Context: an optimization exercise on an open-source flow, tuned for small area and few clock cycles. The choices shown serve that exercise and are no tape-out recipe. RTL that was checked went through simulation tests only; none was proved equivalent to the original.

==> v32 <==
Design FC, start of the top module:
module FC (
  input             clk,
  input             rst_n,
  input             start_FC,
  output            end_FC,
  output     [15:0] ram_addr_w,
  output     [7:0]  ram_data_w,
  output            ram_en,
  output            ram_wea,
  output     [8:0]  rom_addr_row,
  input      [31:0] rom_data_row,
  output            rom_en_row,
  output     [14:0] rom_addr_rw,
  input      [7:0]  rom_data_rw,
  output            rom_en_rw,
  output     [15:0] ram_addr_r,
  input      [7:0]  ram_data_r,
  output            ram_en_r,
  output     [7:0]  NN_out_male,
  output     [7:0]  NN_out_female
);
==> flow/config.mk <==
export PLATFORM = sky130hd
export DESIGN_NAME = FC
export DESIGN_NICKNAME = FC
export VERILOG_FILES = /design/flow/design.v
export SDC_FILE = /design/flow/constraint.sdc
export NUM_CORES = 4
export LEC_CHECK = 0
export CAP_MARGIN = 0
export CORE_MARGIN = 2
export CORE_UTILIZATION = 70
export CTS_BUF_LIST = sky130_fd_sc_hd__clkbuf_8
export CTS_CLUSTER_DIAMETER = 60
export CTS_CLUSTER_SIZE = 16
export PLACE_DENSITY = 0.85
export SLEW_MARGIN = 0
export SYNTH_HIERARCHICAL = 1
export SYNTH_MINIMUM_KEEP_SIZE = 0
==> flow/constraint.sdc <==
create_clock -name core_clock -period 11.0 [get_ports {clk}]
set_input_delay 2.2000 -clock core_clock [delete_from_list [all_inputs] [get_ports {clk}]]
set_output_delay 2.2000 -clock core_clock [all_outputs]
set_load 0.01 [all_outputs]
standard.sh (not shown) runs the stock make flow with config.mk's settings and CLKGATE_MAP_FILE= SYNTH_SCRIPT=/design/flow/synth_recipe.tcl, a recipe that flattens the netlist after the stock synthesis.
==> flow/flow/run.sh <==
#!/bin/bash
set -euo pipefail
cd "$(dirname "$0")/.."
export BUFFER_PORTS_ARGS="-buffer_cell sky130_fd_sc_hd__buf_1"
export CTS_ARGS="-sink_clustering_enable -repair_clock_nets -sink_clustering_size 16 -sink_clustering_max_diameter 60 -buf_list sky130_fd_sc_hd__clkbuf_8 -dont_use_dummy_load"
bash standard.sh > standard_flow.log 2>&1
==> v17: changes against v32 <==
--- a/flow/design.v
+++ b/flow/design.v
@@ -19,35 +19,48 @@
   output     [7:0]  NN_out_male,
   output     [7:0]  NN_out_female
 );
   genvar i;
   reg        run;
   reg        ph;
   reg [10:0] cnt;
-  reg [7:0]  ra;                  
+  reg [7:0]  b3;                  
   reg [14:0] waddr;
   reg [25:0] acc;
   reg        c0r, c1r;
   reg [25:0] P;
   reg        mb;
-  reg        gc2, kstep, phold;
   reg [7:0]  r1 [0:11];
   reg [7:0]  r2 [0:7];
-  wire l1 = ~ra[7] | (ra[6:4] == 3'd0);         
-  wire l3 = ra[7] & ra[5] & (ra[4] | ra[3]);    
+  wire l1 = ~b3[7] | (b3[6:4] == 3'd0);         
+  wire l3 = b3[7] & b3[5] & (b3[4] | b3[3]);    
   wire l2 = ~l1 & ~l3;
-  wire last = ra[7] & ra[5] & ra[3] & (ra[2] | (ra[1] & ra[0]));    
+  wire last = (b3 == 8'd171);
+  wire [2:0] bm = b3[2:0] - 3'd4;
+  wire [2:0] gp4 = {bm[1:0], 1'b0} + bm + 3'd4;
   wire m0    = ~ph & (cnt == 11'd0);
   wire mclr  = ~ph & (cnt == 11'd1);
   wire mbis  = ~ph & (l1 ? (cnt == 11'd1600) : l2 ? (cnt == 11'd12) : (cnt == 11'd8));
   wire mend  = ~ph & (l1 ? (cnt == 11'd1601) : l2 ? (cnt == 11'd13) : (cnt == 11'd9));
   wire gend  = ph & (l1 ? (cnt == 11'd30) : l2 ? (cnt == 11'd33) : last ? (cnt == 11'd30) : (cnt == 11'd29));
-  wire mfetch = ph & (cnt[10:5] == 6'd0);
-  wire [31:0] m0v = {5'd0, rom_data_row[25:0], 1'b0};    
-  assign rom_addr_row = {1'b0, ra};
+  wire gc2   = ph & (cnt == 11'd2);
+  wire kstep = ph & (cnt == 11'd28);
+  wire phold = ~(ph & (cnt[10:5] == 6'd0) & (cnt[4:0] >= 5'd2) & (cnt[4:0] <= 5'd28));
+  wire mfetch = ph & (cnt[10:5] == 6'd0) & (cnt[4:0] != 5'd0) & (cnt[4:0] <= 5'd26);
+  wire [1:0] j = ph ? 2'd0 : (m0 ? 2'd1 : (mend ? 2'd0 : 2'd2));
+  wire [8:0] row_full;
+  wire [8:0] rb3 = {1'b0, b3};
+  wire [9:0] rc;
+  assign rc[0] = 1'b0;
+  generate for (i = 0; i < 9; i = i + 1) begin : radd
+    wire jb = (i < 2) ? j[i] : 1'b0;
+    assign row_full[i] = rb3[i] ^ jb ^ rc[i];
+    assign rc[i+1] = (rb3[i] & jb) | (rb3[i] & rc[i]) | (jb & rc[i]);
+  end endgenerate
+  assign rom_addr_row = row_full;
   assign rom_en_row   = 1'b1;
   assign rom_addr_rw  = waddr;
   assign rom_en_rw    = 1'b1;
   assign ram_addr_r   = {5'd0, cnt};
   assign ram_en_r     = 1'b1;
   wire use_a = run & ~ph & ~mend;
   wire [7:0] a_sel = ~use_a ? (mend ? {{2{rom_data_row[5]}}, rom_data_row[5:0]} : 8'd0)
@@ -74,32 +87,31 @@
   assign cc[0] = 1'b1;
   generate for (i = 0; i < 11; i = i + 1) begin : cinc
     assign cnt_inc[i] = cnt[i] ^ cc[i];
     assign cc[i+1] = cnt[i] & cc[i];
   end endgenerate
   wire [14:0] wa_inc;
   wire [15:0] wc;
-  assign wc[0] = ~ph & ~mbis & ~mend;
+  assign wc[0] = 1'b1;
   generate for (i = 0; i < 15; i = i + 1) begin : winc
     assign wa_inc[i] = waddr[i] ^ wc[i];
     assign wc[i+1] = waddr[i] & wc[i];
   end endgenerate
-  wire [7:0] rd = {{5{mbis}}, mbis | gend, mbis, m0};
-  wire [7:0] ra_n;
-  wire [8:0] rcy;
-  assign rcy[0] = 1'b0;
-  generate for (i = 0; i < 8; i = i + 1) begin : radd
-    assign ra_n[i] = ra[i] ^ rd[i] ^ rcy[i];
-    assign rcy[i+1] = (ra[i] & rd[i]) | (ra[i] & rcy[i]) | (rd[i] & rcy[i]);
+  wire [7:0] b3_inc;
+  wire [8:0] bc;
+  assign b3_inc[0] = ~b3[0];
+  assign b3_inc[1] = ~(b3[1] ^ b3[0]);
+  assign bc[2] = b3[1] | b3[0];
+  generate for (i = 2; i < 8; i = i + 1) begin : binc
+    assign b3_inc[i] = b3[i] ^ bc[i];
+    assign bc[i+1] = b3[i] & bc[i];
   end endgenerate
-  wire g1to12 = (ra != 8'd109) & (l1 | (ra == 8'd145));    
+  wire g1to12 = (b3 != 8'd108) & (l1 | (b3 == 8'd144));
   wire ins1 = run & ((m0 & g1to12) | (last & ~ph & (cnt == 11'd2)) | (last & ph & (cnt == 11'd29)));
-  wire g12to20 = ~l1 & (l2 | (ra[7:2] == 6'd42));           
-  wire [2:0] bm = ra[2:0] - ((cnt[2:0] == 3'd0) ? 3'd5 : 3'd6);
-  wire [2:0] gp4 = {bm[1:0], 1'b0} + bm + 3'd4;
+  wire g12to20 = ~l1 & (l2 | (b3 == 8'd168));
   wire ins2 = run & ~ph & g12to20 & (cnt[10:3] == 8'd0) & (cnt[2:0] == gp4);
   wire wr = run & last & ph & (((cnt == 11'd29) | (cnt == 11'd30)));
   assign end_FC = run & last & ph & (cnt == 11'd30);
   assign ram_en = wr;
   assign ram_wea = wr;
   assign ram_addr_w = {15'd0, ~cnt[0]};
   assign ram_data_w = r1[11];
@@ -115,38 +127,36 @@
       run <= 1'b0;
     end
   end
   always @(posedge clk) begin
     if (!rst_n || !run) begin
       ph <= 1'b0;
       cnt <= 11'd0;
-      ra <= 8'd109;
+      b3 <= 8'd108;
       waddr <= 15'd2664;
     end else begin
       if (mend) begin
         ph <= 1'b1;
         cnt <= 11'd0;
       end else if (gend) begin
         ph <= 1'b0;
         cnt <= 11'd0;
+        b3 <= b3_inc;
       end else begin
         cnt <= cnt_inc;
       end
-      waddr <= wa_inc;
-      ra <= ra_n;
+      if (~ph & ~mbis & ~mend)
+        waddr <= wa_inc;
     end
   end
   always @(posedge clk) begin
     acc <= acc_n;
     c0r <= c0n;
     c1r <= c1n;
-    mb <= mfetch & m0v[cnt[4:0]];
-    gc2 <= ph & (cnt == 11'd1);
-    kstep <= ph & (cnt == 11'd27);
-    phold <= ~(ph & (cnt[10:5] == 6'd0) & (cnt[4:0] >= 5'd1) & (cnt[4:0] <= 5'd27));
+    mb <= mfetch & rom_data_row[cnt[4:0] - 5'd1];
     P <= psum[26:1];
     for (k = 0; k < 11; k = k + 1) r1[k] <= r1[k+1];
     r1[11] <= ins1 ? outb : r1[0];
     for (k = 0; k < 7; k = k + 1) r2[k] <= r2[k+1];
     r2[7] <= ins2 ? outb : r2[0];
   end
 endmodule
==> flow/flow/run.sh (replaced) <==
#!/bin/bash
set -euo pipefail
cd "$(dirname "$0")/.."
export BUFFER_PORTS_ARGS="-buffer_cell sky130_fd_sc_hd__buf_1"
bash standard.sh > standard_flow.log 2>&1
CAP_MARGIN = 20   (was 0)
CORE_UTILIZATION = 60   (was 70)
PLACE_DENSITY = 0.75   (was 0.85)
SLEW_MARGIN = 20   (was 0)
==> comparison table <==
| item | v17 | v32 |
|---|---|---|
| Sw frac | 0.3302 | 0.2908 |
| Non-clock buffer share of cell area | 0.04526 | 0.04082 |
| Register area share after synthesis | 0.4388 | 0.4608 |
| Post-route core utilization | 0.6606 | 0.7685 |
| IO buf count | 113 | 106 |
| Multi-input logic area | 0.006007 mm² | 0.005617 mm² |
| Number of fill cells in the layout | 1473 | 1044 |
| Area fraction of clock buffers and clock inverters | 0.03098 | 0.02339 |
| Final Critical Period | 11.02 ns | 10.71 ns |
| Unrepaired setup endpoints after global routing | true | false |
| Smallest hold slack | 0.3179 ns | 0.2895 ns |
| Area share of fa/ha/maj cells after synthesis | 0.2452 | 0.2529 |
| Number of global-route vias before repair | 7336 | 7047 |
| Compound-gate portion of the synthesized area | 0.09014 | 0.07416 |
| M1 GR Usage | 0.3273 | 0.3568 |
| DIE WIDTH | 142.2 µm | 129.6 µm |
| Top cell type's share of synthesized area | 0.4388 | 0.4608 |
| Worst slew margin relative to its limit | 0.3498 | 0.1983 |
| Inverters | 23 | 13 |
| Crit path from | cnt[6]$_SDFF_PP0_ | mb$_DFF_P_ |
| Fraction of met3 tracks used by global routing | 0.03903 | 0.05615 |
| Final HPWL from detailed placement | 16910 µm | 16410 µm |
| Maximum cell stage delay along the critical path | 0.43 ns | 0.42 ns |
| Filler-free cell count of the finished design | 1306 | 1193 |
| Result of the run | complete, but fails checks | no timing/DRC/antenna violations |
| Violated checks | setup timing | - |
| Fin worst setup slack | -0.01619 ns | 0.2872 ns |
| FF+latch count | 251 | 254 |
Testbench counts of v32, summed over its fixed seeds: cycles 361,110.
For v17, only the layout was checked, not whether the RTL still works.


==> job 1347: inputs <==
Another version of the RTL of FC (not shown whole).
export LEC_CHECK = 0
export CAP_MARGIN = 20
export CORE_MARGIN = 2
export CORE_UTILIZATION = 60
export CTS_BUF_LIST = sky130_fd_sc_hd__clkbuf_8
export CTS_CLUSTER_DIAMETER = 60
export CTS_CLUSTER_SIZE = 16
export PLACE_DENSITY = 0.75
export SLEW_MARGIN = 20
export SYNTH_HIERARCHICAL = 1
export SYNTH_MINIMUM_KEEP_SIZE = 0
create_clock -name core_clock -period 11.0 [get_ports {clk}]
==> flow/flow/run.sh <==
#!/bin/bash
set -euo pipefail
cd "$(dirname "$0")/.."
export BUFFER_PORTS_ARGS="-buffer_cell sky130_fd_sc_hd__buf_1"
bash standard.sh > standard_flow.log 2>&1
==> job 847 (differences from job 1347) <==
--- a/flow/design.v
+++ b/flow/design.v
@@ -20,44 +20,32 @@
   output     [7:0]  NN_out_female
 );
   genvar i;
   reg        run;
   reg        ph;
   reg [10:0] cnt;
-  reg [7:0]  b3;                  
+  reg [7:0]  ra;                  
   reg [14:0] waddr;
   reg [25:0] acc;
   reg        c0r, c1r;
   reg [25:0] P;
   reg        mb;
   reg        gc2, kstep, phold;
   reg [7:0]  r1 [0:11];
   reg [7:0]  r2 [0:7];
-  wire l1 = ~b3[7] | (b3[6:4] == 3'd0);         
-  wire l3 = b3[7] & b3[5] & (b3[4] | b3[3]);    
+  wire l1 = ~ra[7] | (ra[6:4] == 3'd0);         
+  wire l3 = ra[7] & ra[5] & (ra[4] | ra[3]);    
   wire l2 = ~l1 & ~l3;
-  wire last = (b3 == 8'd171);
-  wire [2:0] bm = b3[2:0] - 3'd4;
-  wire [2:0] gp4 = {bm[1:0], 1'b0} + bm + 3'd4;
+  wire last = ra[7] & ra[5] & ra[3] & (ra[2] | (ra[1] & ra[0]));    
   wire m0    = ~ph & (cnt == 11'd0);
   wire mclr  = ~ph & (cnt == 11'd1);
   wire mbis  = ~ph & (l1 ? (cnt == 11'd1600) : l2 ? (cnt == 11'd12) : (cnt == 11'd8));
   wire mend  = ~ph & (l1 ? (cnt == 11'd1601) : l2 ? (cnt == 11'd13) : (cnt == 11'd9));
   wire gend  = ph & (l1 ? (cnt == 11'd30) : l2 ? (cnt == 11'd33) : last ? (cnt == 11'd30) : (cnt == 11'd29));
   wire mfetch = ph & (cnt[10:5] == 6'd0) & (cnt[4:0] != 5'd0) & (cnt[4:0] <= 5'd26);
-  wire [1:0] j = ph ? 2'd0 : (m0 ? 2'd1 : (mend ? 2'd0 : 2'd2));
-  wire [8:0] row_full;
-  wire [8:0] rb3 = {1'b0, b3};
-  wire [9:0] rc;
-  assign rc[0] = 1'b0;
-  generate for (i = 0; i < 9; i = i + 1) begin : radd
-    wire jb = (i < 2) ? j[i] : 1'b0;
-    assign row_full[i] = rb3[i] ^ jb ^ rc[i];
-    assign rc[i+1] = (rb3[i] & jb) | (rb3[i] & rc[i]) | (jb & rc[i]);
-  end endgenerate
-  assign rom_addr_row = row_full;
+  assign rom_addr_row = {1'b0, ra};
   assign rom_en_row   = 1'b1;
   assign rom_addr_rw  = waddr;
   assign rom_en_rw    = 1'b1;
   assign ram_addr_r   = {5'd0, cnt};
   assign ram_en_r     = 1'b1;
   wire use_a = run & ~ph & ~mend;
@@ -91,25 +79,25 @@
   wire [15:0] wc;
   assign wc[0] = ~ph & ~mbis & ~mend;
   generate for (i = 0; i < 15; i = i + 1) begin : winc
     assign wa_inc[i] = waddr[i] ^ wc[i];
     assign wc[i+1] = waddr[i] & wc[i];
   end endgenerate
-  wire [7:0] b3_inc;
-  wire [8:0] bc;
-  assign b3_inc[0] = b3[0] ^ gend;
-  assign bc[1] = b3[0] & gend;
-  assign b3_inc[1] = b3[1] ^ gend ^ bc[1];
-  assign bc[2] = (b3[1] & gend) | (b3[1] & bc[1]) | (gend & bc[1]);
-  generate for (i = 2; i < 8; i = i + 1) begin : binc
-    assign b3_inc[i] = b3[i] ^ bc[i];
-    assign bc[i+1] = b3[i] & bc[i];
+  wire [7:0] rd = {{5{mbis}}, mbis | gend, mbis, m0};
+  wire [7:0] ra_n;
+  wire [8:0] rcy;
+  assign rcy[0] = 1'b0;
+  generate for (i = 0; i < 8; i = i + 1) begin : radd
+    assign ra_n[i] = ra[i] ^ rd[i] ^ rcy[i];
+    assign rcy[i+1] = (ra[i] & rd[i]) | (ra[i] & rcy[i]) | (rd[i] & rcy[i]);
   end endgenerate
-  wire g1to12 = (b3 != 8'd108) & (l1 | (b3 == 8'd144));
+  wire g1to12 = (ra != 8'd109) & (l1 | (ra == 8'd145));    
   wire ins1 = run & ((m0 & g1to12) | (last & ~ph & (cnt == 11'd2)) | (last & ph & (cnt == 11'd29)));
-  wire g12to20 = ~l1 & (l2 | (b3 == 8'd168));
+  wire g12to20 = ~l1 & (l2 | (ra[7:2] == 6'd42));           
+  wire [2:0] bm = ra[2:0] - ((cnt[2:0] == 3'd0) ? 3'd5 : 3'd6);
+  wire [2:0] gp4 = {bm[1:0], 1'b0} + bm + 3'd4;
   wire ins2 = run & ~ph & g12to20 & (cnt[10:3] == 8'd0) & (cnt[2:0] == gp4);
   wire wr = run & last & ph & (((cnt == 11'd29) | (cnt == 11'd30)));
   assign end_FC = run & last & ph & (cnt == 11'd30);
   assign ram_en = wr;
   assign ram_wea = wr;
   assign ram_addr_w = {15'd0, ~cnt[0]};
@@ -127,26 +115,26 @@
     end
   end
   always @(posedge clk) begin
     if (!rst_n || !run) begin
       ph <= 1'b0;
       cnt <= 11'd0;
-      b3 <= 8'd108;
+      ra <= 8'd109;
       waddr <= 15'd2664;
     end else begin
       if (mend) begin
         ph <= 1'b1;
         cnt <= 11'd0;
       end else if (gend) begin
         ph <= 1'b0;
         cnt <= 11'd0;
       end else begin
         cnt <= cnt_inc;
       end
       waddr <= wa_inc;
-      b3 <= b3_inc;
+      ra <= ra_n;
     end
   end
   always @(posedge clk) begin
     acc <= acc_n;
     c0r <= c0n;
     c1r <= c1n;
- CORE_UTILIZATION: 60 -> 70
- PLACE_DENSITY: 0.75 -> 0.85
==> impl_metrics.yaml <==
run_status:
  status: "complete, no violations"
drt:
  dr_wl_met2_um: 10800
synthesis:
  yosys-top-cells-count: "254 x sky130_fd_sc_hd__dfxtp_1, 110 x sky130_fd_sc_hd__fa_1, 67 x sky130_fd_sc_hd__and2_1, 48 x sky130_fd_sc_hd__ha_1, 41 x sky130_fd_sc_hd__nand2_1"
  compound_cell_area_share_of_the_yosys_netlist_pct: 6.996
sta:
  layout_setup_ws_ns: 0.2271
floorplanning:
  floorplan.rows: 46
place:
  place.detailed.instances: 1173
power_and_ir_drop:
  p_clk_mw: 0.479
worst_hold_path:
  hold-path-endpoint: "r1[0][0]$_DFF_P_"
The numbers above come from job 847.

==> impl_metrics.yaml <==
synthesis:
  synth_edf_count: 0
  compound_cell_area_share_of_the_yosys_netlist_pct: 7.471
run_status:
  status: "complete, no violations"
worst_setup_path:
  rr_startpoint: "mb$_DFF_P_"
  crit_arrival_ns: 11.18
finish:
  finish.utilization_pct: 66.61
  final_cell_mix: "254 x sky130_fd_sc_hd__dfxtp_1, 113 x sky130_fd_sc_hd__buf_1, 90 x sky130_fd_sc_hd__fa_1"
  multi_input_logic_portion_of_the_cell_area_pct: 47.65
place:
  place.detailed.instances: 1186
power_and_ir_drop:
  combPwrFrac_pct: 24.8
  p_clk_mw: 0.527
  comb_cell_power_mw: 0.513
worst_hold_path:
  holdPathStages: 0
  hold-path-endpoint: "r2[2][3]$_DFF_P_"
drt:
  dr_wl_met2_um: 10070
sta:
  layout_setup_ws_ns: 0.2499
  hold_ws_ns: 0.3269
floorplanning:
  floorplan.rows: 49
The numbers above come from job 1347.

Testbench counts of job 1347, summed over its fixed seeds: cycles 361,110.
The RTL of job 847 was laid out without a check of its function.

port drivers added, routing unchanged:
Ports are ideal in the flow. The routed layouts listed here were re-timed in OpenROAD. Step 1, drivers: a clkbuf_16 drives clk and a buf_2 each remaining input, both assumed. Step 2 also shifts input and output timing later by t, the mid clock arrival at the registers, as if the neighbouring blocks saw the same clock. Three values: ideal, step 1, step 2; two values: the first two.
run | t (ns) | slack for setup (ns) | hold WS [ns] | slew at the worst register clock pin (ns) | worst slew at a driven data input, ns
v32 | 0.540 | 0.287 / 0.287 / 0.287 | 0.290 / 0.290 / 0.290 | 0.10 / 0.10 | 0.06
v17 | 0.567 | -0.016 / -0.016 / -0.016 | 0.318 / 0.318 / 0.318 | 0.10 / 0.10 | 0.05
job 1347 | 0.584 | 0.250 / 0.250 / 0.250 | 0.327 / 0.327 / 0.327 | 0.09 / 0.09 | 0.05
job 847 | 0.559 | 0.227 / 0.227 / 0.227 | 0.320 / 0.320 / 0.320 | 0.10 / 0.10 | 0.05
